This design comes from an exercise in tuning for small area on the open sky130 flow, not from production work.
Only simulation tests tie the RTL to the original design; equivalence was not proved.

--- constraint.sdc ---
create_clock -name core_clock -period 6.5 [get_ports {clk}]
set_input_delay 1.3000 -clock core_clock [delete_from_list [all_inputs] [get_ports {clk}]]
set_output_delay 1.3000 -clock core_clock [all_outputs]
set_load 0.01 [all_outputs]
--- standard.sh ---
#!/bin/bash
# synth_recipe.tcl (not shown) runs the flow's synth.tcl, then flattens the netlist and writes it again
# the make line also repeats each setting of config.mk as NAME=value (left out here)
make -C /OpenROAD-flow-scripts/flow DESIGN_CONFIG=/design/flow/config.mk WORK_HOME=/design/flow/orfs CLKGATE_MAP_FILE= SYNTH_SCRIPT=/design/flow/synth_recipe.tcl "${@:-finish}"
--- config.mk ---
export PLATFORM = sky130hd
export DESIGN_NAME = processing_element
export DESIGN_NICKNAME = processing_element
export VERILOG_FILES = /design/flow/design.v
export SDC_FILE = /design/flow/constraint.sdc
export NUM_CORES = 4
export LEC_CHECK = 0
export CAP_MARGIN = 20
export CORE_MARGIN = 2
export CORE_UTILIZATION = 40
export CTS_BUF_LIST = sky130_fd_sc_hd__clkbuf_8
export GPL_TIMING_DRIVEN = 0
export SLEW_MARGIN = 20
export SYNTH_HIERARCHICAL = 1
--- flow/run.sh ---
#!/bin/bash
# Standard layout, with ports buffered by a small buffer instead of ORFS's default choice.
set -euo pipefail
export BUFFER_PORTS_ARGS="-buffer_cell sky130_fd_sc_hd__buf_1"
bash standard.sh > standard_flow.log 2>&1
--- design.v ---
module processing_element(activation, weight, out, clk, rst);
parameter NON_ZERO_WEIGHTS = 108,
          SPECIAL_CASE = 0,
          FRACTIONAL_BITS = 8,
          BIT_SIZE = 16;
output reg signed [BIT_SIZE-1:0] out;
input [BIT_SIZE-1:0] activation, weight;
input clk, rst;
reg [23:0] s_n;        
reg [15:0] d1, d2, d3, d4;   
reg [6:0] cnt;       
reg valid;           
wire load = (cnt == 0);
wire [23:0] nxt;
wire one1;
wire two2;
wire neg3;
wire x4;
wire x5;
wire x6;
wire x7;
wire x8;
wire x9;
wire x10;
wire x11;
wire x12;
wire x13;
wire x14;
wire x15;
wire x16;
wire x17;
wire x18;
wire x19;
wire pp20;
wire pp21;
wire pp22;
wire pp23;
wire pp24;
wire pp25;
wire pp26;
wire pp27;
wire pp28;
wire pp29;
wire pp30;
wire pp31;
wire pp32;
wire pp33;
wire pp34;
wire pp35;
wire pp36;
wire one37;
wire two38;
wire neg39;
wire x40;
wire x41;
wire x42;
wire x43;
wire x44;
wire x45;
wire x46;
wire x47;
wire x48;
wire x49;
wire x50;
wire x51;
wire x52;
wire x53;
wire x54;
wire x55;
wire pp56;
wire pp57;
wire pp58;
wire pp59;
wire pp60;
wire pp61;
wire pp62;
wire pp63;
wire pp64;
wire pp65;
wire pp66;
wire pp67;
wire pp68;
wire pp69;
wire pp70;
wire pp71;
wire pp72;
wire one73;
wire two74;
wire neg75;
wire x76;
wire x77;
wire x78;
wire x79;
wire x80;
wire x81;
wire x82;
wire x83;
wire x84;
wire x85;
wire x86;
wire x87;
wire x88;
wire x89;
wire x90;
wire x91;
wire pp92;
wire pp93;
wire pp94;
wire pp95;
wire pp96;
wire pp97;
wire pp98;
wire pp99;
wire pp100;
wire pp101;
wire pp102;
wire pp103;
wire pp104;
wire pp105;
wire pp106;
wire pp107;
wire pp108;
wire one109;
wire two110;
wire neg111;
wire x112;
wire x113;
wire x114;
wire x115;
wire x116;
wire x117;
wire x118;
wire x119;
wire x120;
wire x121;
wire x122;
wire x123;
wire x124;
wire x125;
wire x126;
wire x127;
wire pp128;
wire pp129;
wire pp130;
wire pp131;
wire pp132;
wire pp133;
wire pp134;
wire pp135;
wire pp136;
wire pp137;
wire pp138;
wire pp139;
wire pp140;
wire pp141;
wire pp142;
wire pp143;
wire pp144;
wire one145;
wire two146;
wire neg147;
wire x148;
wire x149;
wire x150;
wire x151;
wire x152;
wire x153;
wire x154;
wire x155;
wire x156;
wire x157;
wire x158;
wire x159;
wire x160;
wire x161;
wire x162;
wire x163;
wire pp164;
wire pp165;
wire pp166;
wire pp167;
wire pp168;
wire pp169;
wire pp170;
wire pp171;
wire pp172;
wire pp173;
wire pp174;
wire pp175;
wire pp176;
wire pp177;
wire pp178;
wire pp179;
wire one180;
wire two181;
wire neg182;
wire x183;
wire x184;
wire x185;
wire x186;
wire x187;
wire x188;
wire x189;
wire x190;
wire x191;
wire x192;
wire x193;
wire x194;
wire x195;
wire x196;
wire pp197;
wire pp198;
wire pp199;
wire pp200;
wire pp201;
wire pp202;
wire pp203;
wire pp204;
wire pp205;
wire pp206;
wire pp207;
wire pp208;
wire pp209;
wire pp210;
wire one211;
wire two212;
wire neg213;
wire x214;
wire x215;
wire x216;
wire x217;
wire x218;
wire x219;
wire x220;
wire x221;
wire x222;
wire x223;
wire x224;
wire x225;
wire pp226;
wire pp227;
wire pp228;
wire pp229;
wire pp230;
wire pp231;
wire pp232;
wire pp233;
wire pp234;
wire pp235;
wire pp236;
wire pp237;
wire one238;
wire two239;
wire neg240;
wire x241;
wire x242;
wire x243;
wire x244;
wire x245;
wire x246;
wire x247;
wire x248;
wire x249;
wire x250;
wire pp251;
wire pp252;
wire pp253;
wire pp254;
wire pp255;
wire pp256;
wire pp257;
wire pp258;
wire pp259;
wire pp260;
wire ac261;
wire ac262;
wire ac263;
wire ac264;
wire ac265;
wire ac266;
wire ac267;
wire ac268;
wire ac269;
wire ac270;
wire ac271;
wire ac272;
wire ac273;
wire ac274;
wire ac275;
wire ac276;
wire ac277;
wire ac278;
wire ac279;
wire ac280;
wire ac281;
wire ac282;
wire ac283;
wire ac284;
wire hs285;
wire hc286;
wire hs287;
wire hc288;
wire fs289;
wire fc290;
wire hs291;
wire hc292;
wire hs293;
wire hc294;
wire hs295;
wire hc296;
wire fs297;
wire fc298;
wire hs299;
wire hc300;
wire fs301;
wire fc302;
wire hs303;
wire hc304;
wire fs305;
wire fc306;
wire fs307;
wire fc308;
wire hs309;
wire hc310;
wire fs311;
wire fc312;
wire fs313;
wire fc314;
wire hs315;
wire hc316;
wire fs317;
wire fc318;
wire fs319;
wire fc320;
wire fs321;
wire fc322;
wire fs323;
wire fc324;
wire fs325;
wire fc326;
wire fs327;
wire fc328;
wire fs329;
wire fc330;
wire fs331;
wire fc332;
wire fs333;
wire fc334;
wire fs335;
wire fc336;
wire fs337;
wire fc338;
wire fs339;
wire fc340;
wire fs341;
wire fc342;
wire fs343;
wire fc344;
wire fs345;
wire fc346;
wire fs347;
wire fc348;
wire fs349;
wire fc350;
wire hs351;
wire hc352;
wire fs353;
wire fc354;
wire fs355;
wire fc356;
wire fs357;
wire fc358;
wire hs359;
wire hc360;
wire fs361;
wire fc362;
wire hs363;
wire hs364;
wire hc365;
wire hs366;
wire hc367;
wire fs368;
wire fc369;
wire hs370;
wire hc371;
wire fs372;
wire fc373;
wire hs374;
wire hc375;
wire fs376;
wire fc377;
wire fs378;
wire fc379;
wire fs380;
wire fc381;
wire fs382;
wire fc383;
wire fs384;
wire fc385;
wire fs386;
wire fc387;
wire fs388;
wire fc389;
wire fs390;
wire fc391;
wire fs392;
wire fc393;
wire fs394;
wire fc395;
wire fs396;
wire fc397;
wire fs398;
wire fc399;
wire fs400;
wire fc401;
wire fs402;
wire fc403;
wire fs404;
wire fc405;
wire fs406;
wire fc407;
wire fs408;
wire fc409;
wire fs410;
wire fc411;
wire fs412;
wire fc413;
wire fs414;
wire fc415;
wire fs416;
wire fc417;
wire fs418;
wire fc419;
wire fs420;
wire fc421;
wire fs422;
wire fc423;
wire fs424;
wire fc425;
wire fs426;
wire fc427;
wire fs428;
wire fc429;
wire fs430;
wire fc431;
wire fs432;
wire fc433;
wire fs434;
wire fc435;
wire fs436;
wire fs437;
wire hs438;
wire hc439;
wire hs440;
wire hc441;
wire fs442;
wire fc443;
wire fs444;
wire fc445;
wire fs446;
wire fc447;
wire fs448;
wire fc449;
wire fs450;
wire fc451;
wire fs452;
wire fc453;
wire fs454;
wire fc455;
wire fs456;
wire fc457;
wire fs458;
wire fc459;
wire fs460;
wire fc461;
wire fs462;
wire fc463;
wire fs464;
wire fc465;
wire fs466;
wire fc467;
wire fs468;
wire fc469;
wire fs470;
wire fc471;
wire fs472;
wire fc473;
wire fs474;
wire fc475;
wire fs476;
wire fc477;
wire fs478;
wire fc479;
wire fs480;
wire hs481;
wire hc482;
wire hs483;
wire hc484;
wire fs485;
wire fc486;
wire fs487;
wire fc488;
wire fs489;
wire fc490;
wire fs491;
wire fc492;
wire fs493;
wire fc494;
wire fs495;
wire fc496;
wire fs497;
wire fc498;
wire fs499;
wire fc500;
wire fs501;
wire fc502;
wire fs503;
wire fc504;
wire fs505;
wire fc506;
wire fs507;
wire fc508;
wire fs509;
wire fc510;
wire fs511;
wire fc512;
wire fs513;
wire fc514;
wire fs515;
wire fc516;
wire fs517;
wire fc518;
wire fs519;
wire fc520;
wire fs521;
wire fc522;
wire fs523;
wire fc524;
wire fs525;
wire fc526;
wire fs527;
wire g528;
wire p529;
wire g530;
wire p531;
wire g532;
wire p533;
wire g534;
wire p535;
wire g536;
wire p537;
wire g538;
wire p539;
wire g540;
wire p541;
wire g542;
wire p543;
wire g544;
wire p545;
wire g546;
wire p547;
wire g548;
wire p549;
wire g550;
wire p551;
wire g552;
wire p553;
wire g554;
wire p555;
wire g556;
wire p557;
wire g558;
wire p559;
wire g560;
wire p561;
wire g562;
wire p563;
wire g564;
wire p565;
wire g566;
wire p567;
wire g568;
wire p569;
wire g570;
wire p571;
wire g572;
wire p573;
wire g574;
wire p575;
wire G576;
wire P577;
wire G578;
wire P579;
wire G580;
wire P581;
wire G582;
wire P583;
wire G584;
wire P585;
wire G586;
wire P587;
wire G588;
wire P589;
wire G590;
wire P591;
wire G592;
wire P593;
wire G594;
wire P595;
wire G596;
wire P597;
wire G598;
wire P599;
wire G600;
wire P601;
wire G602;
wire P603;
wire G604;
wire P605;
wire G606;
wire P607;
wire G608;
wire P609;
wire G610;
wire P611;
wire G612;
wire P613;
wire G614;
wire P615;
wire G616;
wire P617;
wire G618;
wire P619;
wire G620;
wire P621;
wire G622;
wire P623;
wire G624;
wire P625;
wire G626;
wire P627;
wire G628;
wire P629;
wire G630;
wire P631;
wire G632;
wire P633;
wire G634;
wire P635;
wire G636;
wire P637;
wire G638;
wire P639;
wire G640;
wire P641;
wire G642;
wire P643;
wire G644;
wire P645;
wire G646;
wire P647;
wire G648;
wire P649;
wire G650;
wire P651;
wire G652;
wire P653;
wire G654;
wire P655;
wire G656;
wire P657;
wire G658;
wire P659;
wire G660;
wire P661;
wire G662;
wire P663;
wire G664;
wire P665;
wire G666;
wire P667;
wire G668;
wire P669;
wire G670;
wire P671;
wire G672;
wire P673;
wire G674;
wire P675;
wire G676;
wire P677;
wire G678;
wire P679;
assign one1 = weight[0] ^ 1'b0;
assign two2 = (weight[1] & ~weight[0] & ~1'b0) | (~weight[1] & weight[0] & 1'b0);
assign neg3 = weight[1] & ~(weight[0] & 1'b0);
assign x4 = activation[0] ^ neg3;
assign x5 = activation[1] ^ neg3;
assign x6 = activation[2] ^ neg3;
assign x7 = activation[3] ^ neg3;
assign x8 = activation[4] ^ neg3;
assign x9 = activation[5] ^ neg3;
assign x10 = activation[6] ^ neg3;
assign x11 = activation[7] ^ neg3;
assign x12 = activation[8] ^ neg3;
assign x13 = activation[9] ^ neg3;
assign x14 = activation[10] ^ neg3;
assign x15 = activation[11] ^ neg3;
assign x16 = activation[12] ^ neg3;
assign x17 = activation[13] ^ neg3;
assign x18 = activation[14] ^ neg3;
assign x19 = activation[15] ^ neg3;
assign pp20 = ((one1 & x4) | (two2 & neg3));
pe_a22o u_sel1 (.a(one1), .b(x5), .c(two2), .d(x4), .y(pp21));
pe_a22o u_sel2 (.a(one1), .b(x6), .c(two2), .d(x5), .y(pp22));
pe_a22o u_sel3 (.a(one1), .b(x7), .c(two2), .d(x6), .y(pp23));
pe_a22o u_sel4 (.a(one1), .b(x8), .c(two2), .d(x7), .y(pp24));
pe_a22o u_sel5 (.a(one1), .b(x9), .c(two2), .d(x8), .y(pp25));
pe_a22o u_sel6 (.a(one1), .b(x10), .c(two2), .d(x9), .y(pp26));
pe_a22o u_sel7 (.a(one1), .b(x11), .c(two2), .d(x10), .y(pp27));
pe_a22o u_sel8 (.a(one1), .b(x12), .c(two2), .d(x11), .y(pp28));
pe_a22o u_sel9 (.a(one1), .b(x13), .c(two2), .d(x12), .y(pp29));
pe_a22o u_sel10 (.a(one1), .b(x14), .c(two2), .d(x13), .y(pp30));
pe_a22o u_sel11 (.a(one1), .b(x15), .c(two2), .d(x14), .y(pp31));
pe_a22o u_sel12 (.a(one1), .b(x16), .c(two2), .d(x15), .y(pp32));
pe_a22o u_sel13 (.a(one1), .b(x17), .c(two2), .d(x16), .y(pp33));
pe_a22o u_sel14 (.a(one1), .b(x18), .c(two2), .d(x17), .y(pp34));
pe_a22o u_sel15 (.a(one1), .b(x19), .c(two2), .d(x18), .y(pp35));
pe_a22oi u_sel16 (.a(one1), .b(x19), .c(two2), .d(x19), .y(pp36));
assign one37 = weight[2] ^ weight[1];
assign two38 = (weight[3] & ~weight[2] & ~weight[1]) | (~weight[3] & weight[2] & weight[1]);
assign neg39 = weight[3] & ~(weight[2] & weight[1]);
assign x40 = activation[0] ^ neg39;
assign x41 = activation[1] ^ neg39;
assign x42 = activation[2] ^ neg39;
assign x43 = activation[3] ^ neg39;
assign x44 = activation[4] ^ neg39;
assign x45 = activation[5] ^ neg39;
assign x46 = activation[6] ^ neg39;
assign x47 = activation[7] ^ neg39;
assign x48 = activation[8] ^ neg39;
assign x49 = activation[9] ^ neg39;
assign x50 = activation[10] ^ neg39;
assign x51 = activation[11] ^ neg39;
assign x52 = activation[12] ^ neg39;
assign x53 = activation[13] ^ neg39;
assign x54 = activation[14] ^ neg39;
assign x55 = activation[15] ^ neg39;
assign pp56 = ((one37 & x40) | (two38 & neg39));
pe_a22o u_sel17 (.a(one37), .b(x41), .c(two38), .d(x40), .y(pp57));
pe_a22o u_sel18 (.a(one37), .b(x42), .c(two38), .d(x41), .y(pp58));
pe_a22o u_sel19 (.a(one37), .b(x43), .c(two38), .d(x42), .y(pp59));
pe_a22o u_sel20 (.a(one37), .b(x44), .c(two38), .d(x43), .y(pp60));
pe_a22o u_sel21 (.a(one37), .b(x45), .c(two38), .d(x44), .y(pp61));
pe_a22o u_sel22 (.a(one37), .b(x46), .c(two38), .d(x45), .y(pp62));
pe_a22o u_sel23 (.a(one37), .b(x47), .c(two38), .d(x46), .y(pp63));
pe_a22o u_sel24 (.a(one37), .b(x48), .c(two38), .d(x47), .y(pp64));
pe_a22o u_sel25 (.a(one37), .b(x49), .c(two38), .d(x48), .y(pp65));
pe_a22o u_sel26 (.a(one37), .b(x50), .c(two38), .d(x49), .y(pp66));
pe_a22o u_sel27 (.a(one37), .b(x51), .c(two38), .d(x50), .y(pp67));
pe_a22o u_sel28 (.a(one37), .b(x52), .c(two38), .d(x51), .y(pp68));
pe_a22o u_sel29 (.a(one37), .b(x53), .c(two38), .d(x52), .y(pp69));
pe_a22o u_sel30 (.a(one37), .b(x54), .c(two38), .d(x53), .y(pp70));
pe_a22o u_sel31 (.a(one37), .b(x55), .c(two38), .d(x54), .y(pp71));
pe_a22oi u_sel32 (.a(one37), .b(x55), .c(two38), .d(x55), .y(pp72));
assign one73 = weight[4] ^ weight[3];
assign two74 = (weight[5] & ~weight[4] & ~weight[3]) | (~weight[5] & weight[4] & weight[3]);
assign neg75 = weight[5] & ~(weight[4] & weight[3]);
assign x76 = activation[0] ^ neg75;
assign x77 = activation[1] ^ neg75;
assign x78 = activation[2] ^ neg75;
assign x79 = activation[3] ^ neg75;
assign x80 = activation[4] ^ neg75;
assign x81 = activation[5] ^ neg75;
assign x82 = activation[6] ^ neg75;
assign x83 = activation[7] ^ neg75;
assign x84 = activation[8] ^ neg75;
assign x85 = activation[9] ^ neg75;
assign x86 = activation[10] ^ neg75;
assign x87 = activation[11] ^ neg75;
assign x88 = activation[12] ^ neg75;
assign x89 = activation[13] ^ neg75;
assign x90 = activation[14] ^ neg75;
assign x91 = activation[15] ^ neg75;
assign pp92 = ((one73 & x76) | (two74 & neg75));
pe_a22o u_sel33 (.a(one73), .b(x77), .c(two74), .d(x76), .y(pp93));
pe_a22o u_sel34 (.a(one73), .b(x78), .c(two74), .d(x77), .y(pp94));
pe_a22o u_sel35 (.a(one73), .b(x79), .c(two74), .d(x78), .y(pp95));
pe_a22o u_sel36 (.a(one73), .b(x80), .c(two74), .d(x79), .y(pp96));
pe_a22o u_sel37 (.a(one73), .b(x81), .c(two74), .d(x80), .y(pp97));
pe_a22o u_sel38 (.a(one73), .b(x82), .c(two74), .d(x81), .y(pp98));
pe_a22o u_sel39 (.a(one73), .b(x83), .c(two74), .d(x82), .y(pp99));
pe_a22o u_sel40 (.a(one73), .b(x84), .c(two74), .d(x83), .y(pp100));
pe_a22o u_sel41 (.a(one73), .b(x85), .c(two74), .d(x84), .y(pp101));
pe_a22o u_sel42 (.a(one73), .b(x86), .c(two74), .d(x85), .y(pp102));
pe_a22o u_sel43 (.a(one73), .b(x87), .c(two74), .d(x86), .y(pp103));
pe_a22o u_sel44 (.a(one73), .b(x88), .c(two74), .d(x87), .y(pp104));
pe_a22o u_sel45 (.a(one73), .b(x89), .c(two74), .d(x88), .y(pp105));
pe_a22o u_sel46 (.a(one73), .b(x90), .c(two74), .d(x89), .y(pp106));
pe_a22o u_sel47 (.a(one73), .b(x91), .c(two74), .d(x90), .y(pp107));
pe_a22oi u_sel48 (.a(one73), .b(x91), .c(two74), .d(x91), .y(pp108));
assign one109 = weight[6] ^ weight[5];
assign two110 = (weight[7] & ~weight[6] & ~weight[5]) | (~weight[7] & weight[6] & weight[5]);
assign neg111 = weight[7] & ~(weight[6] & weight[5]);
assign x112 = activation[0] ^ neg111;
assign x113 = activation[1] ^ neg111;
assign x114 = activation[2] ^ neg111;
assign x115 = activation[3] ^ neg111;
assign x116 = activation[4] ^ neg111;
assign x117 = activation[5] ^ neg111;
assign x118 = activation[6] ^ neg111;
assign x119 = activation[7] ^ neg111;
assign x120 = activation[8] ^ neg111;
assign x121 = activation[9] ^ neg111;
assign x122 = activation[10] ^ neg111;
assign x123 = activation[11] ^ neg111;
assign x124 = activation[12] ^ neg111;
assign x125 = activation[13] ^ neg111;
assign x126 = activation[14] ^ neg111;
assign x127 = activation[15] ^ neg111;
assign pp128 = ((one109 & x112) | (two110 & neg111));
pe_a22o u_sel49 (.a(one109), .b(x113), .c(two110), .d(x112), .y(pp129));
pe_a22o u_sel50 (.a(one109), .b(x114), .c(two110), .d(x113), .y(pp130));
pe_a22o u_sel51 (.a(one109), .b(x115), .c(two110), .d(x114), .y(pp131));
pe_a22o u_sel52 (.a(one109), .b(x116), .c(two110), .d(x115), .y(pp132));
pe_a22o u_sel53 (.a(one109), .b(x117), .c(two110), .d(x116), .y(pp133));
pe_a22o u_sel54 (.a(one109), .b(x118), .c(two110), .d(x117), .y(pp134));
pe_a22o u_sel55 (.a(one109), .b(x119), .c(two110), .d(x118), .y(pp135));
pe_a22o u_sel56 (.a(one109), .b(x120), .c(two110), .d(x119), .y(pp136));
pe_a22o u_sel57 (.a(one109), .b(x121), .c(two110), .d(x120), .y(pp137));
pe_a22o u_sel58 (.a(one109), .b(x122), .c(two110), .d(x121), .y(pp138));
pe_a22o u_sel59 (.a(one109), .b(x123), .c(two110), .d(x122), .y(pp139));
pe_a22o u_sel60 (.a(one109), .b(x124), .c(two110), .d(x123), .y(pp140));
pe_a22o u_sel61 (.a(one109), .b(x125), .c(two110), .d(x124), .y(pp141));
pe_a22o u_sel62 (.a(one109), .b(x126), .c(two110), .d(x125), .y(pp142));
pe_a22o u_sel63 (.a(one109), .b(x127), .c(two110), .d(x126), .y(pp143));
pe_a22oi u_sel64 (.a(one109), .b(x127), .c(two110), .d(x127), .y(pp144));
assign one145 = weight[8] ^ weight[7];
assign two146 = (weight[9] & ~weight[8] & ~weight[7]) | (~weight[9] & weight[8] & weight[7]);
assign neg147 = weight[9] & ~(weight[8] & weight[7]);
assign x148 = activation[0] ^ neg147;
assign x149 = activation[1] ^ neg147;
assign x150 = activation[2] ^ neg147;
assign x151 = activation[3] ^ neg147;
assign x152 = activation[4] ^ neg147;
assign x153 = activation[5] ^ neg147;
assign x154 = activation[6] ^ neg147;
assign x155 = activation[7] ^ neg147;
assign x156 = activation[8] ^ neg147;
assign x157 = activation[9] ^ neg147;
assign x158 = activation[10] ^ neg147;
assign x159 = activation[11] ^ neg147;
assign x160 = activation[12] ^ neg147;
assign x161 = activation[13] ^ neg147;
assign x162 = activation[14] ^ neg147;
assign x163 = activation[15] ^ neg147;
assign pp164 = ((one145 & x148) | (two146 & neg147));
pe_a22o u_sel65 (.a(one145), .b(x149), .c(two146), .d(x148), .y(pp165));
pe_a22o u_sel66 (.a(one145), .b(x150), .c(two146), .d(x149), .y(pp166));
pe_a22o u_sel67 (.a(one145), .b(x151), .c(two146), .d(x150), .y(pp167));
pe_a22o u_sel68 (.a(one145), .b(x152), .c(two146), .d(x151), .y(pp168));
pe_a22o u_sel69 (.a(one145), .b(x153), .c(two146), .d(x152), .y(pp169));
pe_a22o u_sel70 (.a(one145), .b(x154), .c(two146), .d(x153), .y(pp170));
pe_a22o u_sel71 (.a(one145), .b(x155), .c(two146), .d(x154), .y(pp171));
pe_a22o u_sel72 (.a(one145), .b(x156), .c(two146), .d(x155), .y(pp172));
pe_a22o u_sel73 (.a(one145), .b(x157), .c(two146), .d(x156), .y(pp173));
pe_a22o u_sel74 (.a(one145), .b(x158), .c(two146), .d(x157), .y(pp174));
pe_a22o u_sel75 (.a(one145), .b(x159), .c(two146), .d(x158), .y(pp175));
pe_a22o u_sel76 (.a(one145), .b(x160), .c(two146), .d(x159), .y(pp176));
pe_a22o u_sel77 (.a(one145), .b(x161), .c(two146), .d(x160), .y(pp177));
pe_a22o u_sel78 (.a(one145), .b(x162), .c(two146), .d(x161), .y(pp178));
pe_a22o u_sel79 (.a(one145), .b(x163), .c(two146), .d(x162), .y(pp179));
assign one180 = weight[10] ^ weight[9];
assign two181 = (weight[11] & ~weight[10] & ~weight[9]) | (~weight[11] & weight[10] & weight[9]);
assign neg182 = weight[11] & ~(weight[10] & weight[9]);
assign x183 = activation[0] ^ neg182;
assign x184 = activation[1] ^ neg182;
assign x185 = activation[2] ^ neg182;
assign x186 = activation[3] ^ neg182;
assign x187 = activation[4] ^ neg182;
assign x188 = activation[5] ^ neg182;
assign x189 = activation[6] ^ neg182;
assign x190 = activation[7] ^ neg182;
assign x191 = activation[8] ^ neg182;
assign x192 = activation[9] ^ neg182;
assign x193 = activation[10] ^ neg182;
assign x194 = activation[11] ^ neg182;
assign x195 = activation[12] ^ neg182;
assign x196 = activation[13] ^ neg182;
assign pp197 = ((one180 & x183) | (two181 & neg182));
pe_a22o u_sel80 (.a(one180), .b(x184), .c(two181), .d(x183), .y(pp198));
pe_a22o u_sel81 (.a(one180), .b(x185), .c(two181), .d(x184), .y(pp199));
pe_a22o u_sel82 (.a(one180), .b(x186), .c(two181), .d(x185), .y(pp200));
pe_a22o u_sel83 (.a(one180), .b(x187), .c(two181), .d(x186), .y(pp201));
pe_a22o u_sel84 (.a(one180), .b(x188), .c(two181), .d(x187), .y(pp202));
pe_a22o u_sel85 (.a(one180), .b(x189), .c(two181), .d(x188), .y(pp203));
pe_a22o u_sel86 (.a(one180), .b(x190), .c(two181), .d(x189), .y(pp204));
pe_a22o u_sel87 (.a(one180), .b(x191), .c(two181), .d(x190), .y(pp205));
pe_a22o u_sel88 (.a(one180), .b(x192), .c(two181), .d(x191), .y(pp206));
pe_a22o u_sel89 (.a(one180), .b(x193), .c(two181), .d(x192), .y(pp207));
pe_a22o u_sel90 (.a(one180), .b(x194), .c(two181), .d(x193), .y(pp208));
pe_a22o u_sel91 (.a(one180), .b(x195), .c(two181), .d(x194), .y(pp209));
pe_a22o u_sel92 (.a(one180), .b(x196), .c(two181), .d(x195), .y(pp210));
assign one211 = weight[12] ^ weight[11];
assign two212 = (weight[13] & ~weight[12] & ~weight[11]) | (~weight[13] & weight[12] & weight[11]);
assign neg213 = weight[13] & ~(weight[12] & weight[11]);
assign x214 = activation[0] ^ neg213;
assign x215 = activation[1] ^ neg213;
assign x216 = activation[2] ^ neg213;
assign x217 = activation[3] ^ neg213;
assign x218 = activation[4] ^ neg213;
assign x219 = activation[5] ^ neg213;
assign x220 = activation[6] ^ neg213;
assign x221 = activation[7] ^ neg213;
assign x222 = activation[8] ^ neg213;
assign x223 = activation[9] ^ neg213;
assign x224 = activation[10] ^ neg213;
assign x225 = activation[11] ^ neg213;
assign pp226 = ((one211 & x214) | (two212 & neg213));
pe_a22o u_sel93 (.a(one211), .b(x215), .c(two212), .d(x214), .y(pp227));
pe_a22o u_sel94 (.a(one211), .b(x216), .c(two212), .d(x215), .y(pp228));
pe_a22o u_sel95 (.a(one211), .b(x217), .c(two212), .d(x216), .y(pp229));
pe_a22o u_sel96 (.a(one211), .b(x218), .c(two212), .d(x217), .y(pp230));
pe_a22o u_sel97 (.a(one211), .b(x219), .c(two212), .d(x218), .y(pp231));
pe_a22o u_sel98 (.a(one211), .b(x220), .c(two212), .d(x219), .y(pp232));
pe_a22o u_sel99 (.a(one211), .b(x221), .c(two212), .d(x220), .y(pp233));
pe_a22o u_sel100 (.a(one211), .b(x222), .c(two212), .d(x221), .y(pp234));
pe_a22o u_sel101 (.a(one211), .b(x223), .c(two212), .d(x222), .y(pp235));
pe_a22o u_sel102 (.a(one211), .b(x224), .c(two212), .d(x223), .y(pp236));
pe_a22o u_sel103 (.a(one211), .b(x225), .c(two212), .d(x224), .y(pp237));
assign one238 = weight[14] ^ weight[13];
assign two239 = (weight[15] & ~weight[14] & ~weight[13]) | (~weight[15] & weight[14] & weight[13]);
assign neg240 = weight[15] & ~(weight[14] & weight[13]);
assign x241 = activation[0] ^ neg240;
assign x242 = activation[1] ^ neg240;
assign x243 = activation[2] ^ neg240;
assign x244 = activation[3] ^ neg240;
assign x245 = activation[4] ^ neg240;
assign x246 = activation[5] ^ neg240;
assign x247 = activation[6] ^ neg240;
assign x248 = activation[7] ^ neg240;
assign x249 = activation[8] ^ neg240;
assign x250 = activation[9] ^ neg240;
assign pp251 = ((one238 & x241) | (two239 & neg240));
pe_a22o u_sel104 (.a(one238), .b(x242), .c(two239), .d(x241), .y(pp252));
pe_a22o u_sel105 (.a(one238), .b(x243), .c(two239), .d(x242), .y(pp253));
pe_a22o u_sel106 (.a(one238), .b(x244), .c(two239), .d(x243), .y(pp254));
pe_a22o u_sel107 (.a(one238), .b(x245), .c(two239), .d(x244), .y(pp255));
pe_a22o u_sel108 (.a(one238), .b(x246), .c(two239), .d(x245), .y(pp256));
pe_a22o u_sel109 (.a(one238), .b(x247), .c(two239), .d(x246), .y(pp257));
pe_a22o u_sel110 (.a(one238), .b(x248), .c(two239), .d(x247), .y(pp258));
pe_a22o u_sel111 (.a(one238), .b(x249), .c(two239), .d(x248), .y(pp259));
pe_a22o u_sel112 (.a(one238), .b(x250), .c(two239), .d(x249), .y(pp260));
assign ac261 = ~(s_n[0] | load);
assign ac262 = ~(s_n[1] | load);
assign ac263 = ~(s_n[2] | load);
assign ac264 = ~(s_n[3] | load);
assign ac265 = ~(s_n[4] | load);
assign ac266 = ~(s_n[5] | load);
assign ac267 = ~(s_n[6] | load);
assign ac268 = ~(s_n[7] | load);
assign ac269 = ~(s_n[8] | load);
assign ac270 = ~(s_n[9] | load);
assign ac271 = ~(s_n[10] | load);
assign ac272 = ~(s_n[11] | load);
assign ac273 = ~(s_n[12] | load);
assign ac274 = ~(s_n[13] | load);
assign ac275 = ~(s_n[14] | load);
assign ac276 = ~(s_n[15] | load);
assign ac277 = ~(s_n[16] | load);
assign ac278 = ~(s_n[17] | load);
assign ac279 = ~(s_n[18] | load);
assign ac280 = ~(s_n[19] | load);
assign ac281 = ~(s_n[20] | load);
assign ac282 = ~(s_n[21] | load);
assign ac283 = ~(s_n[22] | load);
assign ac284 = ~(s_n[23] | load);
pe_ha u_ha113 (.a(ac275), .b(neg240), .s(hs285), .co(hc286));
pe_ha u_ha114 (.a(ac276), .b(pp35), .s(hs287), .co(hc288));
pe_fa u_fa115 (.a(1'b1), .b(ac277), .c(pp36), .s(fs289), .co(fc290));
pe_ha u_ha116 (.a(1'b1), .b(ac278), .s(hs291), .co(hc292));
pe_ha u_ha117 (.a(ac269), .b(neg147), .s(hs293), .co(hc294));
pe_ha u_ha118 (.a(ac270), .b(pp29), .s(hs295), .co(hc296));
pe_fa u_fa119 (.a(ac271), .b(neg182), .c(pp30), .s(fs297), .co(fc298));
pe_ha u_ha120 (.a(pp64), .b(pp98), .s(hs299), .co(hc300));
pe_fa u_fa121 (.a(ac272), .b(pp31), .c(pp65), .s(fs301), .co(fc302));
pe_ha u_ha122 (.a(pp99), .b(pp133), .s(hs303), .co(hc304));
pe_fa u_fa123 (.a(ac273), .b(neg213), .c(pp32), .s(fs305), .co(fc306));
pe_fa u_fa124 (.a(pp66), .b(pp100), .c(pp134), .s(fs307), .co(fc308));
pe_ha u_ha125 (.a(pp168), .b(pp199), .s(hs309), .co(hc310));
pe_fa u_fa126 (.a(ac274), .b(pp33), .c(pp67), .s(fs311), .co(fc312));
pe_fa u_fa127 (.a(pp101), .b(pp135), .c(pp169), .s(fs313), .co(fc314));
pe_ha u_ha128 (.a(pp200), .b(pp227), .s(hs315), .co(hc316));
pe_fa u_fa129 (.a(hs285), .b(pp34), .c(pp68), .s(fs317), .co(fc318));
pe_fa u_fa130 (.a(pp102), .b(pp136), .c(pp170), .s(fs319), .co(fc320));
pe_fa u_fa131 (.a(pp201), .b(pp228), .c(pp251), .s(fs321), .co(fc322));
pe_fa u_fa132 (.a(hc286), .b(pp69), .c(pp103), .s(fs323), .co(fc324));
pe_fa u_fa133 (.a(pp137), .b(pp171), .c(pp202), .s(fs325), .co(fc326));
pe_fa u_fa134 (.a(pp229), .b(pp252), .c(hs287), .s(fs327), .co(fc328));
pe_fa u_fa135 (.a(pp70), .b(pp104), .c(pp138), .s(fs329), .co(fc330));
pe_fa u_fa136 (.a(pp172), .b(pp203), .c(pp230), .s(fs331), .co(fc332));
pe_fa u_fa137 (.a(pp253), .b(hc288), .c(fs289), .s(fs333), .co(fc334));
pe_fa u_fa138 (.a(hs291), .b(pp71), .c(pp105), .s(fs335), .co(fc336));
pe_fa u_fa139 (.a(pp139), .b(pp173), .c(pp204), .s(fs337), .co(fc338));
pe_fa u_fa140 (.a(pp231), .b(pp254), .c(fc290), .s(fs339), .co(fc340));
pe_fa u_fa141 (.a(ac279), .b(hc292), .c(pp72), .s(fs341), .co(fc342));
pe_fa u_fa142 (.a(pp106), .b(pp140), .c(pp174), .s(fs343), .co(fc344));
pe_fa u_fa143 (.a(pp205), .b(pp232), .c(pp255), .s(fs345), .co(fc346));
pe_fa u_fa144 (.a(1'b1), .b(ac280), .c(pp107), .s(fs347), .co(fc348));
pe_fa u_fa145 (.a(pp141), .b(pp175), .c(pp206), .s(fs349), .co(fc350));
pe_ha u_ha146 (.a(pp233), .b(pp256), .s(hs351), .co(hc352));
pe_fa u_fa147 (.a(ac281), .b(pp108), .c(pp142), .s(fs353), .co(fc354));
pe_fa u_fa148 (.a(pp176), .b(pp207), .c(pp234), .s(fs355), .co(fc356));
pe_fa u_fa149 (.a(1'b1), .b(ac282), .c(pp143), .s(fs357), .co(fc358));
pe_ha u_ha150 (.a(pp177), .b(pp208), .s(hs359), .co(hc360));
pe_fa u_fa151 (.a(ac283), .b(pp144), .c(pp178), .s(fs361), .co(fc362));
assign hs363 = 1'b1 ^ ac284;
pe_ha u_ha152 (.a(ac265), .b(neg75), .s(hs364), .co(hc365));
pe_ha u_ha153 (.a(ac266), .b(pp25), .s(hs366), .co(hc367));
pe_fa u_fa154 (.a(ac267), .b(neg111), .c(pp26), .s(fs368), .co(fc369));
pe_ha u_ha155 (.a(pp60), .b(pp94), .s(hs370), .co(hc371));
pe_fa u_fa156 (.a(ac268), .b(pp27), .c(pp61), .s(fs372), .co(fc373));
pe_ha u_ha157 (.a(pp95), .b(pp129), .s(hs374), .co(hc375));
pe_fa u_fa158 (.a(hs293), .b(pp28), .c(pp62), .s(fs376), .co(fc377));
pe_fa u_fa159 (.a(pp96), .b(pp130), .c(pp164), .s(fs378), .co(fc379));
pe_fa u_fa160 (.a(hc294), .b(pp63), .c(pp97), .s(fs380), .co(fc381));
pe_fa u_fa161 (.a(pp131), .b(pp165), .c(hs295), .s(fs382), .co(fc383));
pe_fa u_fa162 (.a(pp132), .b(pp166), .c(pp197), .s(fs384), .co(fc385));
pe_fa u_fa163 (.a(hc296), .b(hs299), .c(fs297), .s(fs386), .co(fc387));
pe_fa u_fa164 (.a(pp167), .b(pp198), .c(hc300), .s(fs388), .co(fc389));
pe_fa u_fa165 (.a(hs303), .b(fc298), .c(fs301), .s(fs390), .co(fc391));
pe_fa u_fa166 (.a(pp226), .b(hc304), .c(hs309), .s(fs392), .co(fc393));
pe_fa u_fa167 (.a(fc302), .b(fs305), .c(fs307), .s(fs394), .co(fc395));
pe_fa u_fa168 (.a(hc310), .b(hs315), .c(fc306), .s(fs396), .co(fc397));
pe_fa u_fa169 (.a(fc308), .b(fs311), .c(fs313), .s(fs398), .co(fc399));
pe_fa u_fa170 (.a(hc316), .b(fc312), .c(fc314), .s(fs400), .co(fc401));
pe_fa u_fa171 (.a(fs317), .b(fs319), .c(fs321), .s(fs402), .co(fc403));
pe_fa u_fa172 (.a(fc318), .b(fc320), .c(fc322), .s(fs404), .co(fc405));
pe_fa u_fa173 (.a(fs323), .b(fs325), .c(fs327), .s(fs406), .co(fc407));
pe_fa u_fa174 (.a(fc324), .b(fc326), .c(fs329), .s(fs408), .co(fc409));
pe_fa u_fa175 (.a(fs331), .b(fc328), .c(fs333), .s(fs410), .co(fc411));
pe_fa u_fa176 (.a(fc330), .b(fc332), .c(fs335), .s(fs412), .co(fc413));
pe_fa u_fa177 (.a(fs337), .b(fc334), .c(fs339), .s(fs414), .co(fc415));
pe_fa u_fa178 (.a(fc336), .b(fc338), .c(fs341), .s(fs416), .co(fc417));
pe_fa u_fa179 (.a(fs343), .b(fs345), .c(fc340), .s(fs418), .co(fc419));
pe_fa u_fa180 (.a(hs351), .b(fc342), .c(fc344), .s(fs420), .co(fc421));
pe_fa u_fa181 (.a(fc346), .b(fs347), .c(fs349), .s(fs422), .co(fc423));
pe_fa u_fa182 (.a(pp257), .b(hc352), .c(fc348), .s(fs424), .co(fc425));
pe_fa u_fa183 (.a(fc350), .b(fs353), .c(fs355), .s(fs426), .co(fc427));
pe_fa u_fa184 (.a(pp235), .b(pp258), .c(hs359), .s(fs428), .co(fc429));
pe_fa u_fa185 (.a(fc354), .b(fc356), .c(fs357), .s(fs430), .co(fc431));
pe_fa u_fa186 (.a(pp209), .b(pp236), .c(pp259), .s(fs432), .co(fc433));
pe_fa u_fa187 (.a(hc360), .b(fc358), .c(fs361), .s(fs434), .co(fc435));
assign fs436 = hs363 ^ pp179 ^ pp210;
assign fs437 = pp237 ^ pp260 ^ fc362;
pe_ha u_ha188 (.a(ac263), .b(neg39), .s(hs438), .co(hc439));
pe_ha u_ha189 (.a(ac264), .b(pp23), .s(hs440), .co(hc441));
pe_fa u_fa190 (.a(hs364), .b(pp24), .c(pp58), .s(fs442), .co(fc443));
pe_fa u_fa191 (.a(hc365), .b(pp59), .c(pp93), .s(fs444), .co(fc445));
pe_fa u_fa192 (.a(pp128), .b(hc367), .c(hs370), .s(fs446), .co(fc447));
pe_fa u_fa193 (.a(hc371), .b(hs374), .c(fc369), .s(fs448), .co(fc449));
pe_fa u_fa194 (.a(hc375), .b(fc373), .c(fs376), .s(fs450), .co(fc451));
pe_fa u_fa195 (.a(fc377), .b(fc379), .c(fs380), .s(fs452), .co(fc453));
pe_fa u_fa196 (.a(fc381), .b(fs384), .c(fc383), .s(fs454), .co(fc455));
pe_fa u_fa197 (.a(fc385), .b(fs388), .c(fc387), .s(fs456), .co(fc457));
pe_fa u_fa198 (.a(fc389), .b(fs392), .c(fc391), .s(fs458), .co(fc459));
pe_fa u_fa199 (.a(fc393), .b(fc395), .c(fs396), .s(fs460), .co(fc461));
pe_fa u_fa200 (.a(fc397), .b(fc399), .c(fs400), .s(fs462), .co(fc463));
pe_fa u_fa201 (.a(fc401), .b(fc403), .c(fs404), .s(fs464), .co(fc465));
pe_fa u_fa202 (.a(fc405), .b(fs408), .c(fc407), .s(fs466), .co(fc467));
pe_fa u_fa203 (.a(fc409), .b(fs412), .c(fc411), .s(fs468), .co(fc469));
pe_fa u_fa204 (.a(fc413), .b(fs416), .c(fc415), .s(fs470), .co(fc471));
pe_fa u_fa205 (.a(fc417), .b(fs420), .c(fs422), .s(fs472), .co(fc473));
pe_fa u_fa206 (.a(fc421), .b(fc423), .c(fs424), .s(fs474), .co(fc475));
pe_fa u_fa207 (.a(fs428), .b(fc425), .c(fc427), .s(fs476), .co(fc477));
pe_fa u_fa208 (.a(fs432), .b(fc429), .c(fc431), .s(fs478), .co(fc479));
assign fs480 = fc433 ^ fs436 ^ fc435;
pe_ha u_ha209 (.a(ac261), .b(neg3), .s(hs481), .co(hc482));
pe_ha u_ha210 (.a(ac262), .b(pp21), .s(hs483), .co(hc484));
pe_fa u_fa211 (.a(hs438), .b(pp22), .c(pp56), .s(fs485), .co(fc486));
pe_fa u_fa212 (.a(hc439), .b(pp57), .c(hs440), .s(fs487), .co(fc488));
pe_fa u_fa213 (.a(pp92), .b(hc441), .c(fs442), .s(fs489), .co(fc490));
pe_fa u_fa214 (.a(hs366), .b(fc443), .c(fs444), .s(fs491), .co(fc492));
pe_fa u_fa215 (.a(fc445), .b(fs368), .c(fs446), .s(fs493), .co(fc494));
pe_fa u_fa216 (.a(fs372), .b(fc447), .c(fs448), .s(fs495), .co(fc496));
pe_fa u_fa217 (.a(fs378), .b(fc449), .c(fs450), .s(fs497), .co(fc498));
pe_fa u_fa218 (.a(fs382), .b(fc451), .c(fs452), .s(fs499), .co(fc500));
pe_fa u_fa219 (.a(fc453), .b(fs386), .c(fs454), .s(fs501), .co(fc502));
pe_fa u_fa220 (.a(fs390), .b(fc455), .c(fs456), .s(fs503), .co(fc504));
pe_fa u_fa221 (.a(fs394), .b(fc457), .c(fs458), .s(fs505), .co(fc506));
pe_fa u_fa222 (.a(fs398), .b(fc459), .c(fs460), .s(fs507), .co(fc508));
pe_fa u_fa223 (.a(fs402), .b(fc461), .c(fs462), .s(fs509), .co(fc510));
pe_fa u_fa224 (.a(fs406), .b(fc463), .c(fs464), .s(fs511), .co(fc512));
pe_fa u_fa225 (.a(fc465), .b(fs410), .c(fs466), .s(fs513), .co(fc514));
pe_fa u_fa226 (.a(fs414), .b(fc467), .c(fs468), .s(fs515), .co(fc516));
pe_fa u_fa227 (.a(fs418), .b(fc469), .c(fs470), .s(fs517), .co(fc518));
pe_fa u_fa228 (.a(fc419), .b(fs472), .c(fc471), .s(fs519), .co(fc520));
pe_fa u_fa229 (.a(fs426), .b(fc473), .c(fs474), .s(fs521), .co(fc522));
pe_fa u_fa230 (.a(fs430), .b(fc475), .c(fs476), .s(fs523), .co(fc524));
pe_fa u_fa231 (.a(fs434), .b(fc477), .c(fs478), .s(fs525), .co(fc526));
assign fs527 = fs437 ^ fc479 ^ fs480;
assign g528 = hs481 & pp20;
assign p529 = hs481 ^ pp20;
assign g530 = hc482 & hs483;
assign p531 = hc482 ^ hs483;
assign g532 = hc484 & fs485;
assign p533 = hc484 ^ fs485;
assign g534 = fc486 & fs487;
assign p535 = fc486 ^ fs487;
assign g536 = fc488 & fs489;
assign p537 = fc488 ^ fs489;
assign g538 = fc490 & fs491;
assign p539 = fc490 ^ fs491;
assign g540 = fc492 & fs493;
assign p541 = fc492 ^ fs493;
assign g542 = fc494 & fs495;
assign p543 = fc494 ^ fs495;
assign g544 = fc496 & fs497;
assign p545 = fc496 ^ fs497;
assign g546 = fc498 & fs499;
assign p547 = fc498 ^ fs499;
assign g548 = fc500 & fs501;
assign p549 = fc500 ^ fs501;
assign g550 = fc502 & fs503;
assign p551 = fc502 ^ fs503;
assign g552 = fc504 & fs505;
assign p553 = fc504 ^ fs505;
assign g554 = fc506 & fs507;
assign p555 = fc506 ^ fs507;
assign g556 = fc508 & fs509;
assign p557 = fc508 ^ fs509;
assign g558 = fc510 & fs511;
assign p559 = fc510 ^ fs511;
assign g560 = fc512 & fs513;
assign p561 = fc512 ^ fs513;
assign g562 = fc514 & fs515;
assign p563 = fc514 ^ fs515;
assign g564 = fc516 & fs517;
assign p565 = fc516 ^ fs517;
assign g566 = fc518 & fs519;
assign p567 = fc518 ^ fs519;
assign g568 = fc520 & fs521;
assign p569 = fc520 ^ fs521;
assign g570 = fc522 & fs523;
assign p571 = fc522 ^ fs523;
assign g572 = fc524 & fs525;
assign p573 = fc524 ^ fs525;
assign g574 = fc526 & fs527;
assign p575 = fc526 ^ fs527;
assign G576 = g530 | (p531 & g528);
assign P577 = p531 & p529;
assign G578 = g534 | (p535 & g532);
assign P579 = p535 & p533;
assign G580 = g538 | (p539 & g536);
assign P581 = p539 & p537;
assign G582 = g542 | (p543 & g540);
assign P583 = p543 & p541;
assign G584 = g546 | (p547 & g544);
assign P585 = p547 & p545;
assign G586 = g550 | (p551 & g548);
assign P587 = p551 & p549;
assign G588 = g554 | (p555 & g552);
assign P589 = p555 & p553;
assign G590 = g558 | (p559 & g556);
assign P591 = p559 & p557;
assign G592 = g562 | (p563 & g560);
assign P593 = p563 & p561;
assign G594 = g566 | (p567 & g564);
assign P595 = p567 & p565;
assign G596 = g570 | (p571 & g568);
assign P597 = p571 & p569;
assign G598 = g574 | (p575 & g572);
assign P599 = p575 & p573;
assign G600 = g532 | (p533 & G576);
assign P601 = p533 & P577;
assign G602 = G578 | (P579 & G576);
assign P603 = P579 & P577;
assign G604 = g540 | (p541 & G580);
assign P605 = p541 & P581;
assign G606 = G582 | (P583 & G580);
assign P607 = P583 & P581;
assign G608 = g548 | (p549 & G584);
assign P609 = p549 & P585;
assign G610 = G586 | (P587 & G584);
assign P611 = P587 & P585;
assign G612 = g556 | (p557 & G588);
assign P613 = p557 & P589;
assign G614 = G590 | (P591 & G588);
assign P615 = P591 & P589;
assign G616 = g564 | (p565 & G592);
assign P617 = p565 & P593;
assign G618 = G594 | (P595 & G592);
assign P619 = P595 & P593;
assign G620 = g572 | (p573 & G596);
assign P621 = p573 & P597;
assign G622 = G598 | (P599 & G596);
assign P623 = P599 & P597;
assign G624 = g536 | (p537 & G602);
assign P625 = p537 & P603;
assign G626 = G580 | (P581 & G602);
assign P627 = P581 & P603;
assign G628 = G604 | (P605 & G602);
assign P629 = P605 & P603;
assign G630 = G606 | (P607 & G602);
assign P631 = P607 & P603;
assign G632 = g552 | (p553 & G610);
assign P633 = p553 & P611;
assign G634 = G588 | (P589 & G610);
assign P635 = P589 & P611;
assign G636 = G612 | (P613 & G610);
assign P637 = P613 & P611;
assign G638 = G614 | (P615 & G610);
assign P639 = P615 & P611;
assign G640 = g568 | (p569 & G618);
assign P641 = p569 & P619;
assign G642 = G596 | (P597 & G618);
assign P643 = P597 & P619;
assign G644 = G620 | (P621 & G618);
assign P645 = P621 & P619;
assign G646 = G622 | (P623 & G618);
assign P647 = P623 & P619;
assign G648 = g544 | (p545 & G630);
assign P649 = p545 & P631;
assign G650 = G584 | (P585 & G630);
assign P651 = P585 & P631;
assign G652 = G608 | (P609 & G630);
assign P653 = P609 & P631;
assign G654 = G610 | (P611 & G630);
assign P655 = P611 & P631;
assign G656 = G632 | (P633 & G630);
assign P657 = P633 & P631;
assign G658 = G634 | (P635 & G630);
assign P659 = P635 & P631;
assign G660 = G636 | (P637 & G630);
assign P661 = P637 & P631;
assign G662 = G638 | (P639 & G630);
assign P663 = P639 & P631;
assign G664 = g560 | (p561 & G662);
assign P665 = p561 & P663;
assign G666 = G592 | (P593 & G662);
assign P667 = P593 & P663;
assign G668 = G616 | (P617 & G662);
assign P669 = P617 & P663;
assign G670 = G618 | (P619 & G662);
assign P671 = P619 & P663;
assign G672 = G640 | (P641 & G662);
assign P673 = P641 & P663;
assign G674 = G642 | (P643 & G662);
assign P675 = P643 & P663;
assign G676 = G644 | (P645 & G662);
assign P677 = P645 & P663;
assign G678 = G646 | (P647 & G662);
assign P679 = P647 & P663;
assign nxt[0] = p529;
assign nxt[1] = (p531 ^ g528);
assign nxt[2] = (p533 ^ G576);
assign nxt[3] = (p535 ^ G600);
assign nxt[4] = (p537 ^ G602);
assign nxt[5] = (p539 ^ G624);
assign nxt[6] = (p541 ^ G626);
assign nxt[7] = (p543 ^ G628);
assign nxt[8] = (p545 ^ G630);
assign nxt[9] = (p547 ^ G648);
assign nxt[10] = (p549 ^ G650);
assign nxt[11] = (p551 ^ G652);
assign nxt[12] = (p553 ^ G654);
assign nxt[13] = (p555 ^ G656);
assign nxt[14] = (p557 ^ G658);
assign nxt[15] = (p559 ^ G660);
assign nxt[16] = (p561 ^ G662);
assign nxt[17] = (p563 ^ G664);
assign nxt[18] = (p565 ^ G666);
assign nxt[19] = (p567 ^ G668);
assign nxt[20] = (p569 ^ G670);
assign nxt[21] = (p571 ^ G672);
assign nxt[22] = (p573 ^ G674);
assign nxt[23] = (p575 ^ G676);
always @(posedge clk) begin
  s_n <= ~nxt;
  d1 <= s_n[FRACTIONAL_BITS+15:FRACTIONAL_BITS];
  d2 <= d1;
  d3 <= d2;
  d4 <= d3;
  if (!rst) begin
    cnt <= 0;
    valid <= 1'b0;
    out <= 0;
  end else begin
    cnt <= (cnt == NON_ZERO_WEIGHTS - 1) ? 7'd0 : cnt + 7'd1;
    valid <= valid | (cnt == 4);
    out <= valid ? ~d4 : 16'd0;
  end
end
endmodule
module pe_fa(a, b, c, s, co);
input a, b, c;
output s, co;
assign s = a ^ b ^ c;
assign co = (a & b) | (a & c) | (b & c);
endmodule
module pe_a22o(a, b, c, d, y);
input a, b, c, d;
output y;
assign y = (a & b) | (c & d);
endmodule
module pe_a22oi(a, b, c, d, y);
input a, b, c, d;
output y;
assign y = ~((a & b) | (c & d));
endmodule
module pe_ha(a, b, s, co);
input a, b;
output s, co;
assign s = a ^ b;
assign co = a & b;
endmodule
==> results of run 1 <==
## modules after synthesis (local to each module, per instance)
module / cells inside / flops+latches / times used / area, um2
pe_fa: 1 / 0 / 100 / 20.02
pe_a22o: 1 / 0 / 108 / 8.758
pe_a22oi: 1 / 0 / 4 / 12.51
processing_element: 525 / 112 / 1 / 5286
pe_ha: 1 / 0 / 19 / 12.51
## final timing paths
check / startpoint / endpoint / slack [ns]
max reg2reg: cnt[0] / s_n[23] / 0.58
min: d2[6] / d3[6] / 0.33
max: weight[3] / s_n[23] / 0.27
min reg2reg: d2[6] / d3[6] / 0.33
## cells by family (layout without fill, tap and decap cells)
kind of cell,after synthesis,in the layout,share of synthesized area [%]
AND/OR/NAND/NOR,115,115,7.018
XOR/XNOR,144,144,14.80
adder cells (fa/ha/maj),155,155,32.01
multiplexers,1,1,0.1321
other,1,4,0.04400
AO/OA/AOI/OAI,168,168,16.94
flip-flops,112,112,26.31
buffers and inverters,60,110,2.746
## layer usage
| layer | share of wire [%] | track usage [%] |
|---|---|---|
| met5 | 0 | 0 |
| met4 | 1.0 | 3.774 |
| met3 | 3.1 | 1.402 |
| met2 | 44 | 26.10 |
| met1 | 52 | 24.55 |
## registers in the layout, indices dropped and copies added (netlist names)
signal,count
s_n,24
d1,16
d2,16
d3,16
d4,16
out,16
cnt,7
valid,1
## stage by stage
step / instances / setup TNS (ns)
2_1_floorplan: 759 / 0
3_3_place_gp: 1067 / -4.111
3_5_place_dp: 1069 / -3.831
4_1_cts: 1081 / 0
5_1_grt: 1084 / 0
6_report: 1084 / 0
## timing repair
item / CTS / global route
endpoints found under the setup margin: 7 / 4
setup buffers: 0 / 6
resized for setup: 2 / 8
cloned: 0 / 0
## layout by cell type (no fill, tap or decap), types with 3 or more instances in the layout
master,Yosys,final
and2_1,5,5
clkbuf_8,0,9
xor2_1,30,30
fa_1,105,105
inv_1,24,24
a21o_1,5,5
nor4_1,4,4
buf_4,0,8
clkbuf_1,27,21
a22o_1,115,115
dfxtp_1,112,112
nor2_1,50,50
nand2_1,10,10
nand3_1,4,4
xnor2_1,114,114
o21ai_1,1,4
o21ai_2,2,5
ha_1,50,50
o21ai_0,11,5
nand2b_1,16,12
nor2b_1,5,4
buf_2,7,7
a21oi_1,12,12
nor3_1,3,3
nand3b_1,7,7
nand2b_2,0,4
conb_1,1,4
buf_1,2,33
a22oi_2,4,4
## worst register-to-register path: stages, from the launching register on
cell	delay, ns
dfxtp_1	0.34
inv_1	0.06
ha_1	0.14
nor4b_2	0.34
and2_1	0.18
clkbuf_1	0.27
clkbuf_1	0.38
nor2_1	0.13
ha_1	0.33
fa_1	0.51
fa_1	0.46
fa_1	0.53
fa_1	0.42
ha_1	0.42
nand4_1	0.16
a2111oi_2	0.33
o21ai_2	0.19
a211oi_2	0.38
o21ai_1	0.13
o2bb2ai_1	0.14
## area by class of cell
class	count	area [um2]	share of cell area [%]
repair buffers	41	183.9	1.984
clock buffers	9	123.9	1.336
multi-input cells	587	6086	65.63
inverters	24	90.09	0.9715
plain buffers	31	131.4	1.417
clock inverters	5	71.32	0.7691
well taps	275	344.1	3.711
flip-flops and latches	112	2242	24.18
==> results.cfg, run 1 <==
[route]
drt-initial-drc-count = 206
detailroute.via_count = 5506
routed_wl_um = 17650
routed_via_density = 5.079
ant_nets = 0
pre_repair_dr_iteration_count = 4
remaining_drc_errors = 0
wire_per_inst_um = 16.28

[timing]
worst_slew_pin_slew_ns = 0.9338
fin_worst_hold_slack_ns = 0.3298
achievable_frequency_mhz = 160.6
period_needed_ns = 6.226
timing_max_transition_violations_final = 0
finalHoldViolCount = 0
setup_violations = 0
clock_skew_ns = 0.009740
grt_setup_unrepaired = false
slew_headroom_pct = 37.09
fin_crit_sh_pct = 95.78
layout_setup_ws_ns = 0.2744

[synthesis]
netlist_area_um2 = 8522
synth.lib_cells_used.distinct = 53
async_reset_ff_share_pct = 0
syn_area_per_cell_um2 = 11.27
synth_top_cell_area_share_pct = 26.31
synth_edf_count = 0
synth.area.top_cells = dfxtp_1 26%, fa_1 25%, a22o_1 12%
synth_sequential_area_ratio_pct = 26.31
yosys.cell_count.top_type = a22o_1
ys.flop_type = dfxtp_1
post-synth-top-area-cell = dfxtp_1
synth_top_cells_by_count = 115 x a22o_1, 114 x xnor2_1, 112 x dfxtp_1, 105 x fa_1
synth_seq_cells = 112
yosys_warnings = 7
synth_cells = 756

[global_routing]
via_count_of_the_first_global_routing_pass = 5430
grt_overflow_total = 0
grt_pass1_wl_um = 29040
grt_util_all_layers_pct = 16.50
antenna_violations_before_repair = 0
grt_start_max_net_pins = 19

[critical_path]
path_cells = buf_1 -> ha_1 -> nand2b_2 -> buf_2 -> xnor2_1 -> a22o_1 -> fa_1 -> fa_1 -> fa_1 -> fa_1 -> ha_1 -> nand4_1 -> a2111oi_2 -> o21ai_2 -> a211oi_2 -> o21ai_1 -> o2bb2ai_1
cp_data_arrival_time_ns = 6.47
crit_path_max_incr_delay_ns = 0.53
critical_path.startpoint_type = input pin
stages_on_the_worst_setup_path = 17
crit_path_frequent_cell = fa_1
path_class = input pin to flop
critical_path.top_delay_family = adder cells
timing.reg2reg.worst_path_depth = 19
critical_path_peak_fanout = 10
required_ns = 6.75
critPathBufInv = 2
end_kind = flop
slowest_stage_cell_cp = fa_1

[final_layout]
diodes = 0
final_net_count = 995
finalInstanceArea_um2 = 9273
nFillCells = 2052
drive_above_1_share_pct = 7.664
finalCoreUtilization_pct = 44.25
area_growth_syn_to_layout_pct = 8.809

[clock_network]
numCtsBuffers = 9
clk_latency_ns = 0.35
clkSlewWorstSetupHoldPaths_ns = 0.10
cts_root_buf = clkbuf_8
cts-htree-levels = 3
postCtsHoldBufs = 0
tritoncts = done
tritoncts_num_sinks = 112
clock_buffer_depth = 2

[placement]
detailedPlace.worstSlack_ns = -0.6730
detailedPlacementHpwl_um = 15200
gp_routability_congestion = 0.8712
buffers_added_on_ports = 33
dpl-instance-area_um2 = 9030

[die]
std_cell_rows = 53
die_x_um = 150.0
io-pin-count = 50
start_util_pct = 40.67
coreArea_um2 = 20960
die_area_um2 = 22490
die_height_um = 150.0

[status]
status = complete, no violations

[min_path]
holdCritPathClass = flop to flop
hold_path_depth = 0

[flow_run]
max_cap_violations = 0
==> inputs of run 2 (changes only) <==
--- a/config.mk
+++ b/config.mk
@@ -8,5 +8,5 @@
 export CAP_MARGIN = 20
 export CORE_MARGIN = 2
-export CORE_UTILIZATION = 40
+export CORE_UTILIZATION = 60
 export CTS_BUF_LIST = sky130_fd_sc_hd__clkbuf_8
 export GPL_TIMING_DRIVEN = 0
==> run 2 against run 1 <==
  * Still clean
  * Hold slack got worse by 0.011 ns
  * Die area down 33%
  * Global-route usage up 9.4 points
  * Register-to-register slack lost 0.09 ns
  * Area after synthesis is the same
  * Clock-buffer cell count is 1 higher
  * Fmax down 0.32%
  * Critical endpoint unchanged
==> results.cfg, run 2 <==
[status]
status = complete, no violations

[min_path]
holdCritPathClass = flop to flop
hp-start = d1[10]

[synthesis]
synth_cells = 756
async_reset_ff_share_pct = 0
synth.lib_cells_used.distinct = 53
synth.area.mux_share_pct = 0.1321
synth_top_family_by_area = adder cells
post-synth-top-area-cell = dfxtp_1
synth_top_cells_by_count = 115 x a22o_1, 114 x xnor2_1, 112 x dfxtp_1, 105 x fa_1
synth_edf_count = 0
netlist_area_um2 = 8522
yosys.cell_count.top_type = a22o_1
synth_seq_cells = 112
syn_area_per_cell_um2 = 11.27
synth_compound_area_share_pct = 16.94
ys.flop_type = dfxtp_1
synth-simple-area-share_pct = 7.018
yosys.area_share.adder_pct = 32.01
synth.area.top_cells = dfxtp_1 26%, fa_1 25%, a22o_1 12%
synth_top_cell_area_share_pct = 26.31
yosys_warnings = 7
synthXorXnorAreaFrac_pct = 14.80
synth_sequential_area_ratio_pct = 26.31

[route]
detailroute.via_count = 5666
remaining_drc_errors = 0
routed_via_density = 5.752
ant_nets = 0
pre_repair_dr_iteration_count = 5
routed_wl_um = 18130
wire_per_inst_um = 18.41
drt-initial-drc-count = 355

[critical_path]
setup.reg_to_reg.worst_slack_ns = 0.49
cp_data_arrival_time_ns = 6.52
rr_endpoint = s_n[23]
timing.critical_path.to = s_n[23]
crit_path_frequent_cell = fa_1
critical_path.startpoint_type = input pin
slowest_stage_cell_cp = fa_1
path_class = input pin to flop
end_kind = flop
required_ns = 6.77
path_cells = buf_1 -> clkbuf_2 -> buf_2 -> nor2b_4 -> buf_12 -> a22oi_2 -> fa_1 -> fa_1 -> fa_1 -> fa_1 -> fa_1 -> ha_1 -> a21o_1 -> a21o_1 -> a221o_1 -> and2_1 -> nor4_1 -> o2bb2ai_1
timing.reg2reg.worst_path_depth = 19
startpoint = weight[1]
crit_path_max_incr_delay_ns = 0.54
crit-reg2reg-launch = cnt[0]
critical_path_peak_fanout = 16

[final_layout]
finalInstanceArea_um2 = 9146
largest_register_ffs = 24
area_growth_syn_to_layout_pct = 7.326
layout_commonest_cell = a22o_1
drive_above_1_share_pct = 7.453
layout.area.seq_um2 = 2242
top_register = s_n
multi_input_area_um2 = 6088
diodes = 0
final_net_count = 989
most-common-layout-cells = 115 x a22o_1, 114 x xnor2_1, 112 x dfxtp_1
nFillCells = 1142

[global_routing]
grt_overflow_total = 0
antenna_violations_before_repair = 0
grt_util_all_layers_pct = 25.89
via_count_of_the_first_global_routing_pass = 5853
grt_pass1_wl_um = 29660
grt_start_max_net_pins = 22

[timing]
clock_skew_ns = 0.01548
slew_headroom_pct = 29.12
worst_slew_pin_slew_ns = 1.056
achievable_frequency_mhz = 160.1
layout_setup_ws_ns = 0.2546
finalHoldViolCount = 0
fin_worst_hold_slack_ns = 0.3193
setup_violations = 0
period_needed_ns = 6.245
timing_max_transition_violations_final = 0
fin_crit_sh_pct = 96.08

[placement]
dpl-instance-area_um2 = 8904
detailedPlace.worstSlack_ns = -0.6979
detailedPlacementHpwl_um = 14980
buffers_added_on_ports = 33
gp_routability_congestion = 0.9079

[clock_network]
numCtsBuffers = 9
clock_buffer_depth = 2
cts-htree-levels = 3
clkSlewWorstSetupHoldPaths_ns = 0.12
cts_root_buf = clkbuf_8
clk_latency_ns = 0.38
tritoncts_num_sinks = 112
tritoncts = done

[flow_run]
max_cap_violations = 0

[die]
die_height_um = 123.2
start_util_pct = 61.39
io-pin-count = 50
die_area_um2 = 15170
std_cell_rows = 43
die_x_um = 123.2
coreArea_um2 = 13880
## run 2: cell types whose count changed in the layout (fill, tap and decap cells not counted), moves of 2 or more
| cell | previous run | this run |
|---|---|---|
| buf_4 | 8 | 1 |
| buf_2 | 7 | 4 |
| clkbuf_4 | 1 | 4 |
| inv_8 | 0 | 2 |
## run 2: what timing repair did
item / CTS / global route
hold buffers: 0 / 0
buffers inserted: 0 / 1
gates resized for setup: 2 / 14
hold endpoints to repair: 0 / 0
endpoints found under the setup margin: 6 / 6
pin swaps: 0 / 0
cloned: 0 / 0
## run 2: worst max-delay path, delay by kind of cell
family / cells / cell delay [ns]
adder cells (fa/ha/maj): 6 / 2.63
AO/OA/AOI/OAI: 5 / 0.91
buffers and inverters: 4 / 1.04
AND/OR/NAND/NOR: 3 / 0.63
## run 2: kinds of logic after synthesis
logic type,after synthesis
AO/OA/AOI/OAI,168
adder cells (fa/ha/maj),155
XOR/XNOR,144
AND/OR/NAND/NOR,115
flip-flops,112
buffers and inverters,60
other,1
multiplexers,1
## run 2: per-layer routing
layer	vias up	track usage, %	share of wire, %
li1	2707	-	-
met1	2751	36.02	47
met2	176	41.45	45
met3	32	5.028	6.0
met4	0	7.102	1.9
met5	-	0	0
## run 2: how the worst min path moves through the flow
stage	endpoint	slack, ns	depth (start not counted)
2_1_floorplan	d2[0]	0.31	0
3_3_place_gp	d3[8]	0.31	0
3_5_place_dp	d3[2]	0.31	0
4_1_cts	d2[10]	0.32	0
5_1_grt	d2[10]	0.33	0
6_report	d2[10]	0.32	0
## run 2: per-module statistics from Yosys (local to each module, per instance)
module,copies in the design,cells,area [um2],flops+latches
pe_a22oi,4,1,12.51,0
pe_a22o,108,1,8.758,0
pe_ha,19,1,12.51,0
processing_element,1,525,5286,112
pe_fa,100,1,20.02,0
## run 2: area by class of cell
class	instances	area share, %
multi-input cells	587	66.57
clock buffers	10	1.505
plain buffers	31	1.532
flip-flops and latches	112	24.51
clock inverters	6	0.7798
repair buffers	35	1.655
well taps	180	2.462
inverters	24	0.9850
## run 2: metrics by stage
step           util (%)  instances  setup TNS (ns)
6_report          65.89        985               0
5_1_grt           65.89        985       -0.001398
4_1_cts           65.64        987               0
3_5_place_dp      64.14        973          -4.264
3_3_place_gp      64.01        972          -3.844
2_1_floorplan         -        759               0

## what the ideal ports hide
Ports are ideal in the flow. The routed layouts listed here were re-timed in OpenROAD. Step 1, drivers: a clkbuf_16 drives clk and a buf_2 each remaining input, both assumed. Step 2 also shifts input and output timing later by t, the mid clock arrival at the registers, as if the neighbouring blocks saw the same clock. Slacks: ideal / step 1 / step 2; pairs: ideal / step 1.
| run | t (ns) | slack for setup (ns) | worst setup path at the end |
|---|---|---|---|
| run 1 | 0.383 | 0.274 / 0.290 / -0.093 | input to register |
| run 2 | 0.417 | 0.255 / 0.276 / -0.141 | input to register |
Met with ideal ports but missed after step 2: setup timing in run 1 and run 2. For run 2, which loses most, drivers alone change the setup slack by +0.021 ns; drivers and shift together by -0.396 ns.
